What follows belongs to an exercise in optimizing a design on an open flow for small area, a short achievable clock period and few clock cycles per item; a production flow would make more cautious choices.
Function was checked by simulation only, so behaviour that the tests miss may differ from the original.
Power is estimated from default activity; no workload was simulated.

[flow/config.mk]
export PLATFORM = sky130hd
export DESIGN_NAME = Fifo_MIG_Based
export DESIGN_NICKNAME = Fifo_MIG_Based
export VERILOG_FILES = /design/flow/design.v
export SDC_FILE = /design/flow/constraint.sdc
export NUM_CORES = 4
export LEC_CHECK = 0
export CAP_MARGIN = 20
export CORE_MARGIN = 2
export CORE_UTILIZATION = 40
export SLEW_MARGIN = 20
[flow/constraint.sdc]
create_clock -name core_clock -period 5.5 [get_ports {aclk}]
set_input_delay 1.1000 -clock core_clock [delete_from_list [all_inputs] [get_ports {aclk}]]
set_output_delay 1.1000 -clock core_clock [all_outputs]
set_load 0.01 [all_outputs]
[flow/design.v]
module fifo_32x64 (
    input             s_axis_aresetn,
    input             s_axis_aclk,
    input             s_axis_tvalid,
    output            s_axis_tready,
    input      [63:0] s_axis_tdata,
    output            m_axis_tvalid,
    input             m_axis_tready,
    output     [63:0] m_axis_tdata,
    output     [31:0] axis_rd_data_count
);
reg [63:0] mem [0:31];
reg [4:0]  wr_ptr, rd_ptr;
reg [5:0]  count;
wire push = s_axis_tvalid & s_axis_tready;
wire pop  = m_axis_tvalid & m_axis_tready;
assign s_axis_tready = (count != 6'd32);
assign m_axis_tvalid = (count != 6'd0);
assign m_axis_tdata  = mem[rd_ptr];
assign axis_rd_data_count = {26'd0, count};
always @(posedge s_axis_aclk)
    if (push)
        mem[wr_ptr] <= s_axis_tdata;
always @(posedge s_axis_aclk)
    if (!s_axis_aresetn) begin
        wr_ptr <= 5'd0;
        rd_ptr <= 5'd0;
        count  <= 6'd0;
    end else begin
        if (push)
            wr_ptr <= wr_ptr + 5'd1;
        if (pop)
            rd_ptr <= rd_ptr + 5'd1;
        count <= count + {5'd0, push} - {5'd0, pop};
    end
endmodule
module Fifo_Control
#(
    parameter PHY_to_UI_Rate = 1,  
    parameter Max_Burst_Len = 64,
    parameter RW_Delay_Value = 4,
    parameter Base_Address = 0,
    parameter Memory_Size = 100,
    parameter MIG_Data_Port_Size = 128,
    parameter MIG_Addr_Port_Size = 28,
    parameter IO_Fifo_Depth = 32
)
(
    input logic aclk,
    input logic aresetn,
    input logic init_calib,
    input  logic [(MIG_Data_Port_Size*PHY_to_UI_Rate-1):0] in_tdata,
    input  logic in_tvalid,
    output logic in_tready,
    input  logic [31:0] in_wr_count,
    output logic [(MIG_Data_Port_Size*PHY_to_UI_Rate-1):0] out_tdata,
    output logic out_tvalid,
    input  logic out_tready,
    input  logic [31:0] out_rd_count,
    output logic [MIG_Addr_Port_Size-1:0] app_addr,
    output logic [2:0] app_cmd,
    output logic app_en,
    input  logic app_rdy,
    output logic [MIG_Data_Port_Size-1:0] app_wdf_data,
    output logic app_wdf_wren,
    output logic app_wdf_end,
    input  logic app_wdf_rdy,
    input  logic [MIG_Data_Port_Size-1:0] app_rd_data,
    input  logic app_rd_data_valid,
    input  logic app_rd_data_end
);
localparam Max_Address = Base_Address + (Memory_Size - 1) * 8;
function automatic logic [31:0] min_func (input logic [31:0] mem_space, input logic [31:0] fifo_space);
    logic [31:0] min_val;
    if (mem_space > fifo_space)
        min_val = fifo_space;
    else
        min_val = mem_space;
    if (min_val > Max_Burst_Len)
        min_val = Max_Burst_Len;
    min_func = min_val;
endfunction 
localparam [2:0] INIT = 3'd0, CHECK_WR = 3'd1, CHECK_RD = 3'd2, WRITE = 3'd3, READ = 3'd4, DELAY_WR = 3'd5, DELAY_RD = 3'd6;
logic [2:0] State;
logic [31:0] out_Rd_space;
logic [MIG_Data_Port_Size-1:0] Data_H;
logic WR_X2_Flag;
logic [31:0] Mem_Wr_Addr, Mem_Rd_Addr;          
logic [31:0] Wr_Addr_Counter, Rd_Addr_Counter;  
logic [31:0] Wr_Counter, Rd_Counter;            
logic [31:0] Mem_Wr_Counter, Mem_Rd_Counter;    
logic [7:0]  Delay_Counter;
logic [31:0] wr_count_load, rd_count_load;
assign in_tready = (State == WRITE) & app_wdf_rdy & app_wdf_end;
assign out_Rd_space = IO_Fifo_Depth - out_rd_count;  
generate
    if (PHY_to_UI_Rate == 1) begin
        assign out_tdata = app_rd_data;
        assign out_tvalid = (State == READ) & app_rd_data_valid; 
    end
    else begin
        always_ff @(posedge aclk)
            if ((State == READ) && app_rd_data_valid)
                Data_H <= app_rd_data;
        assign out_tdata = {Data_H, app_rd_data};
        assign out_tvalid = (State == READ) & app_rd_data_valid & app_rd_data_end;    
    end    
endgenerate
assign app_addr = (State == WRITE) ? Mem_Wr_Addr : Mem_Rd_Addr;
assign app_cmd = (State == WRITE) ? 0 : 1;
assign app_en = ((State == WRITE) & (Wr_Counter < Wr_Addr_Counter)) | ((State == READ) & (Rd_Addr_Counter > 0));
generate
    if (PHY_to_UI_Rate == 1) begin
        assign app_wdf_data = in_tdata;
        assign app_wdf_wren = (State == WRITE) & (Wr_Counter > 0);
        assign app_wdf_end = (State == WRITE) & (Wr_Counter > 0); 
    end
    else begin
        always_ff @(posedge aclk)
            if (!aresetn)
                WR_X2_Flag <= 0;
            else if (app_wdf_rdy && app_wdf_wren && (State == WRITE))
                WR_X2_Flag <= ~WR_X2_Flag;
        assign app_wdf_data = (WR_X2_Flag) ? in_tdata[MIG_Data_Port_Size-1:0] : in_tdata[2*MIG_Data_Port_Size-1:MIG_Data_Port_Size];
        assign app_wdf_wren = (State == WRITE) & (Wr_Counter > 0);
        assign app_wdf_end = (State == WRITE) & WR_X2_Flag & (Wr_Counter > 0);                   
    end     
endgenerate
always_ff @(posedge aclk) begin : fsm_block
    if(!aresetn)
        State <= INIT;
    else 
        unique case (State) 
        INIT :       
            State <= (init_calib) ? CHECK_WR : INIT;
        CHECK_WR :   
            State <= (Mem_Wr_Counter && in_wr_count) ? WRITE : CHECK_RD;
        CHECK_RD :   
            State <= (Mem_Rd_Counter && out_Rd_space) ? READ : CHECK_WR;
        WRITE:       
            State <= ((Wr_Addr_Counter == 1) && (Wr_Counter == 0) && app_rdy) ? DELAY_WR : WRITE;
        READ:        
            State <= ((Rd_Counter == 1) && app_rd_data_valid && app_rd_data_end) ? DELAY_RD : READ;
        DELAY_WR :   
            State <= (Delay_Counter == 0) ? CHECK_RD : DELAY_WR;
        DELAY_RD :   
            State <= (Delay_Counter == 0) ? CHECK_WR : DELAY_RD;
        endcase                           
end
assign wr_count_load = min_func(Mem_Wr_Counter, in_wr_count);
always_ff @(posedge aclk)
    if (State == CHECK_WR)
        Wr_Counter <= wr_count_load;
    else if (app_wdf_end && app_wdf_rdy)
        Wr_Counter <= Wr_Counter - 1;
always_ff @(posedge aclk)
    if (State == CHECK_WR)
        Wr_Addr_Counter <= wr_count_load;
    else if ((State == WRITE) && app_rdy && app_en)
        Wr_Addr_Counter <= Wr_Addr_Counter - 1;
assign rd_count_load = min_func(Mem_Rd_Counter, out_Rd_space);
always_ff @(posedge aclk)
    if (State == CHECK_RD)
        Rd_Counter <= rd_count_load;
    else if (app_rd_data_valid && app_rd_data_end)
        Rd_Counter <= Rd_Counter - 1;
always_ff @(posedge aclk)
    if (State == CHECK_RD)
        Rd_Addr_Counter <= rd_count_load;
    else if ((State == READ) && app_rdy && app_en)
        Rd_Addr_Counter <= Rd_Addr_Counter - 1;
always_ff @(posedge aclk)
    if(!aresetn)
        Mem_Wr_Addr <= Base_Address;
    else if ((State == WRITE) && app_en && app_rdy) begin
        Mem_Wr_Addr <= Mem_Wr_Addr + 8;
        if (Mem_Wr_Addr == Max_Address)
            Mem_Wr_Addr <= Base_Address;
    end
always_ff @(posedge aclk)
    if(!aresetn)
        Mem_Rd_Addr <= Base_Address;
    else if ((State == READ) && app_rdy && app_en) begin
        Mem_Rd_Addr <= Mem_Rd_Addr + 8;
        if (Mem_Rd_Addr == Max_Address)
            Mem_Rd_Addr <= Base_Address;
    end
always_ff @(posedge aclk)
    if(!aresetn)
        Mem_Wr_Counter <= Memory_Size;
    else if (app_wdf_end && app_wdf_rdy)
        Mem_Wr_Counter <= Mem_Wr_Counter - 1;
    else if (app_rd_data_end && app_rd_data_valid)
        Mem_Wr_Counter <= Mem_Wr_Counter + 1;
always_ff @(posedge aclk)
    if(!aresetn)
        Mem_Rd_Counter <= 0;
    else if (app_wdf_end && app_wdf_rdy)
        Mem_Rd_Counter <= Mem_Rd_Counter + 1;
    else if (app_rd_data_end && app_rd_data_valid)
        Mem_Rd_Counter <= Mem_Rd_Counter - 1;
always_ff @(posedge aclk)
    if ((State == READ) || (State == WRITE))
        Delay_Counter <= RW_Delay_Value;
    else if ((State == DELAY_RD) || (State == DELAY_WR))
        Delay_Counter <= Delay_Counter - 1;
endmodule
module Fifo_MIG_Based
#(
    parameter PHY_to_UI_Rate = 1,  
    parameter Max_Burst_Len = 16,
    parameter RW_Delay_Value = 4,
    parameter Base_Address = 0,
    parameter Memory_Size = 100,
    parameter MIG_Data_Port_Size = 64,
    parameter MIG_Addr_Port_Size = 28,
    parameter IO_Fifo_Depth = 32
)
(
    input aclk,
    input aresetn,
    input init_calib,
    input  [(MIG_Data_Port_Size*PHY_to_UI_Rate-1):0] in_tdata,
    input  in_tvalid,
    output in_tready,
    output [(MIG_Data_Port_Size*PHY_to_UI_Rate-1):0] out_tdata,
    output out_tvalid,
    input  out_tready,
    output [MIG_Addr_Port_Size-1:0] app_addr,
    output [2:0] app_cmd,
    output app_en,
    input  app_rdy,
    output [MIG_Data_Port_Size-1:0] app_wdf_data,
    output app_wdf_wren,
    output [MIG_Data_Port_Size/8-1:0] app_wdf_mask,
    output app_wdf_end,
    input  app_wdf_rdy,
    input  [MIG_Data_Port_Size-1:0] app_rd_data,
    input  app_rd_data_valid,
    input  app_rd_data_end
);
wire [(MIG_Data_Port_Size*PHY_to_UI_Rate-1):0] ififo_tdata;
wire ififo_tvalid;
wire ififo_tready;
wire [(MIG_Data_Port_Size*PHY_to_UI_Rate-1):0] ofifo_tdata;
wire ofifo_tvalid;
wire ofifo_tready;    
wire [31:0] in_wr_count;
wire [31:0] out_rd_count;
Fifo_Control 
#(
 	.PHY_to_UI_Rate(PHY_to_UI_Rate),
    .Max_Burst_Len(Max_Burst_Len),
    .RW_Delay_Value(RW_Delay_Value),
    .Base_Address(Base_Address),
    .Memory_Size(Memory_Size),
    .MIG_Data_Port_Size(MIG_Data_Port_Size),
    .MIG_Addr_Port_Size(MIG_Addr_Port_Size),
    .IO_Fifo_Depth(IO_Fifo_Depth)
)
Fifo_Control_Inst
(
	.aclk(aclk),
    .aresetn(aresetn),
    .init_calib(init_calib),
    .in_tdata(ififo_tdata),
    .in_tvalid(ififo_tvalid),
    .in_tready(ififo_tready),
    .in_wr_count(in_wr_count),
    .out_tdata(ofifo_tdata),
    .out_tvalid(ofifo_tvalid),
    .out_tready(ofifo_tready),
    .out_rd_count(out_rd_count),
    .app_addr(app_addr),
    .app_cmd(app_cmd),
    .app_en(app_en),
    .app_rdy(app_rdy),
    .app_wdf_data(app_wdf_data),
    .app_wdf_wren(app_wdf_wren),
    .app_wdf_end(app_wdf_end),
    .app_wdf_rdy(app_wdf_rdy),
    .app_rd_data(app_rd_data),
    .app_rd_data_valid(app_rd_data_valid),
    .app_rd_data_end(app_rd_data_end)
);
assign app_wdf_mask = 'b0;
generate
if (IO_Fifo_Depth == 32 && (MIG_Data_Port_Size*PHY_to_UI_Rate) == 64) begin
fifo_32x64 ififo (
  .s_axis_aresetn(aresetn),  
  .s_axis_aclk(aclk),        
  .s_axis_tvalid(in_tvalid),   
  .s_axis_tready(in_tready),   
  .s_axis_tdata(in_tdata),      
  .m_axis_tvalid(ififo_tvalid),   
  .m_axis_tready(ififo_tready),   
  .m_axis_tdata(ififo_tdata),
  .axis_rd_data_count(in_wr_count)      
);
fifo_32x64 ofifo (
  .s_axis_aresetn(aresetn),  
  .s_axis_aclk(aclk),        
  .s_axis_tvalid(ofifo_tvalid),   
  .s_axis_tready(ofifo_tready),   
  .s_axis_tdata(ofifo_tdata),      
  .m_axis_tvalid(out_tvalid),   
  .m_axis_tready(out_tready),   
  .m_axis_tdata(out_tdata),
  .axis_rd_data_count(out_rd_count)      
);
end
endgenerate
endmodule
[flow/run.sh]
#!/bin/bash
# synth_recipe.tcl (not shown) runs the flow's synth.tcl, then flattens the netlist and writes it again
# the make line also repeats each setting of config.mk as NAME=value (left out here)
make -C /OpenROAD-flow-scripts/flow DESIGN_CONFIG=/design/flow/config.mk WORK_HOME=/design/flow/orfs CLKGATE_MAP_FILE= SYNTH_SCRIPT=/design/flow/synth_recipe.tcl finish
==> run_results.csv <==
group,metric,value,unit
outcome,run_status,"finished clean",
synth,synth.ff_latch_count,4399,
global_route,grtUsageTotal,19.5,%
setup_path,crit_path_cell_trace,"buf_12 -> buf_12 -> mux4_2 -> mux4_2 -> mux2_2 -> clkdlybuf4s50_1",
synth,post_synth_most_frequent_cells,"4224 x sky130_fd_sc_hd__edfxtp_1, 1280 x sky130_fd_sc_hd__mux4_2, 358 x sky130_fd_sc_hd__nor2_1, 242 x sky130_fd_sc_hd__clkbuf_1, 228 x sky130_fd_sc_hd__nand2_1",
pwr,static-leakage-power,61.5,nW
synth,cell_type_contributing_the_most_total_cell_area_after_synthesis,"sky130_fd_sc_hd__edfxtp_1",
hold_path,holdPathStages,2,
detailed_routing,total_wirelength_of_the_detailed_routed_design,438,mm
die,effective_utilization_at_floorplan,40.1,%
setup_path,cp-end-kind,"primary output",
clock_network,depth_of_the_cts_h_tree,5,
clock_network,number_of_setup_buffers_added_after_cts,0,
setup_path,critical-path-slowest-cell,"sky130_fd_sc_hd__dfxtp_4",
synth,synth.distinct_cells,79,
setup_path,logic_depth_of_the_worst_register_to_register_path,18,
final_layout,post-route-cell-area,201000,µm²
sta,setup_viol,0,
clock_network,clk_latency,0.99,ns
global_route,number_of_antenna_violations_at_the_first_check_in_global_routing,50,
synth,part_of_the_yosys_area_used_for_sequential_elements,74.8,%
final_layout,final.fill_count,35400,
die,die-width,664,µm
detailed_routing,drt_iter0_markers,9431,
detailed_routing,dr.pass1.iters,5,
die,dieHeight,664,µm
clock_network,tritoncts_num_sinks,4399,
setup_path,criticalPathCategory,"reg -> out",
clock_network,cts_made_buffers,449,
clock_network,max-clock-path-buffers,4,
detailed_routing,postRouteAntennaNets,0,
clock_network,cts-hold-fix-buffers,0,
detailed_routing,drt-vias-per-instance,5.76,
die,die_area,441000,µm²
sta,setup_tns,0,ns
sta,hold-worst-slack,0.480,ns
synth,synth_enable_flop_cells,4224,
hold_path,timing.hold.worst.class,"reg -> reg",
flow_run,maxCapViolations,0,
sta,clock-skew-final,0.135,ns
die,std_cell_rows,242,
placed_design,place.detailed.instances,14000,
placed_design,postPlaceCellArea,187000,µm²
clock_network,cts.clk_slew.worst_paths,0.06,ns
setup_path,worstPathRequired,4.40,ns
die,core_area,434000,µm²
sta,clock.fmax,0.187,GHz
final_layout,footprint_of_the_multi_input_gates,42500,µm²
sta,part_of_the_cycle_the_worst_path_needs,97.0,%
pwr,irDropWorstVdd,0.322,mV
synth,syn-mean-instance-area,21.5,µm²
sta,unrepaired_setup_endpoints_after_global_routing,"false",
global_route,grt_max_degree,91,
synth,post-synth-top-area-fraction,72.8,%
placed_design,preCtsSetupSlack,0.575,ns
setup_path,critical_path_peak_fanout,40,
final_layout,finish.utilization,46.4,%
sta,slew_at_the_pin_closest_to_its_max_slew_limit,1.17,ns
setup_path,critPathMaxStageDelay,0.60,ns
final_layout,fin_nets,9061,
die,floorplan.io_pins,309,
setup_path,critPathArrivalTime,4.24,ns
sta,hold_violations,0,
detailed_routing,route.detailed.drc,0,
clock_network,cts_root_buffer,"sky130_fd_sc_hd__clkbuf_16",
final_layout,layout-drive-gt1-share,26.8,%
synth,dominantRegCellSynth,"sky130_fd_sc_hd__edfxtp_1",
sta,timing_max_transition_violations_final,0,
final_layout,area.growth.synth_to_final,15.6,%
global_route,first_global_vias,87700,
synth,synth-async-reset-ratio,0,%
global_route,grt_first_pass_wirelength,630,mm
global_route,overflow_left_after_global_routing,0,
clock_network,cts.repair.resized,0,
sta,relSlewSlack,22.0,%
synth,syn_area,174000,µm²
clock_network,tritoncts_clock_tree,"built",
synth,ys_top_cells_by_area,"sky130_fd_sc_hd__edfxtp_1 73%, sky130_fd_sc_hd__mux4_2 17%, sky130_fd_sc_hd__dfxtp_1 2.0%",
placed_design,place_hpwl,225,mm
final_layout,seqCellArea,130000,µm²
placed_design,port_buffers,295,
detailed_routing,via_count,85700,
final_layout,layout.cells.non_filler,14900,
synth,synth_warnings,2,
synth,synth_most_common_cell,"sky130_fd_sc_hd__edfxtp_1",
synth,syn-instance-count,8117,
pwr,cellPowerDensity,389,nW/µm²
pwr,post-layout-total-power,78.3,mW
sta,final_worst_path_setup_slack,0.162,ns
sta,timing.final.crit_period,5.34,ns
placed_design,gp_routability_congestion,0.780,
detailed_routing,route.detailed.wl_per_inst,29.4,µm
setup_path,cp-start-kind,"flop",
## flip-flops by register name (all words and copies together) (netlist names), 8 cells and up, named ones only
register                           count
genblk1.ififo.mem                   2048
Fifo_Control_Inst.Rd_Addr_Counter     32
genblk1.ofifo.mem                   2048
Fifo_Control_Inst.Wr_Counter          32
Fifo_Control_Inst.Mem_Rd_Counter      32
Fifo_Control_Inst.Mem_Wr_Addr         29
Fifo_Control_Inst.Mem_Rd_Addr         29
Fifo_Control_Inst.Rd_Counter          32
Fifo_Control_Inst.Wr_Addr_Counter     32
Fifo_Control_Inst.Delay_Counter        8
Fifo_Control_Inst.Mem_Wr_Counter      32
## cell families after synthesis
logic type / synth area share, %
buf+inv: 1.10
xor+xnor: 1.06
compound gates: 1.53
other cells: 0.00215
simple gates: 2.72
flops: 74.8
mux: 17.5
fa+ha+maj: 1.28
## layout make-up
type | instances | share of cell area, %
inverters | 99 | 0.185
repair buffers | 548 | 3.17
well taps | 5734 | 3.56
multi-input cells | 3251 | 21.1
flip-flops and latches | 4399 | 64.7
diodes | 7 | 0.00870
clock inverters | 289 | 1.43
clock buffers | 548 | 5.80
## power by group
group,switching (mW),total (mW),internal (mW)
sequential,0.443,37.8,37.4
clock,13.0,30.0,17.0
combinational,5.33,10.5,5.14
total,18.8,78.3,59.5
## routing by layer
metal  wire length [µm]  global-route usage (%)  vias to the layer above
li1                   -                       -                    35300
met1             185000                    27.8                    46600
met2             214000                    32.2                     3213
met3              28400                    2.56                      573
met4               9780                    4.53                       20
met5                128                       0                        -
## path summary, 6_finish.rpt
check | startpoint | to | slack (ns)
max | flop | out_tdata[8] | 0.16
min | Fifo_Control_Inst.Mem_Wr_Counter[20]$_SDFFE_PN0P_ | Fifo_Control_Inst.Mem_Wr_Counter[20]$_SDFFE_PN0P_ | 0.48
max reg2reg | Fifo_Control_Inst.Wr_Counter[10]$_DFFE_PP_ | Fifo_Control_Inst.Mem_Rd_Counter[30]$_SDFFE_PN0P_ | 0.57
min reg2reg | Fifo_Control_Inst.Mem_Wr_Counter[20]$_SDFFE_PN0P_ | Fifo_Control_Inst.Mem_Wr_Counter[20]$_SDFFE_PN0P_ | 0.48
## layout by cell type, fill, tap and decap left out, drive strengths merged, types with 137 or more instances in the layout
cell type	synthesis	layout
xnor2	137	137
buf	138	283
nand2	229	229
dfxtp	175	175
a21oi	165	165
nor2	358	358
ha	172	172
mux4	1280	1280
clkinv	0	223
edfxtp	4224	4224
clkdlybuf4s50	0	265
clkbuf	242	548
## worst max-delay path: cells and delay by family (launching register included)
family,cells,cell delay [ns]
flops,1,0.60
mux,3,1.44
buf+inv,3,1.14
Testbench counts, summed over its fixed seeds: cycles 12,629, items 3,200.

==> static timing again, ports no longer ideal <==
In the flow no input, the clock included, has a driving cell. The finished layout below was timed again as built, in two steps.
Step 1 assumes that a clkbuf_16 drives the clock port and a buf_2 every other input.
Step 2 moves the port delays by t, midway between the first and last clock arrival at a register: inputs arrive t later, outputs are due t later. That takes back most of the time a late clock gives input paths.
Slacks: ideal ports / drivers / drivers and shift; pairs: ideal ports / drivers.
t, ns: 1.049
setup slack, ns: 0.162 / 0.051 / 0.573
worst hold slack (ns): 0.480 / 0.480 / 0.480
slew at the worst register clock pin (ns): 0.08 / 0.08
After both steps this run still meets setup and hold. The setup slack of this run moves by -0.111 ns with the drivers and by +0.411 ns with both steps.
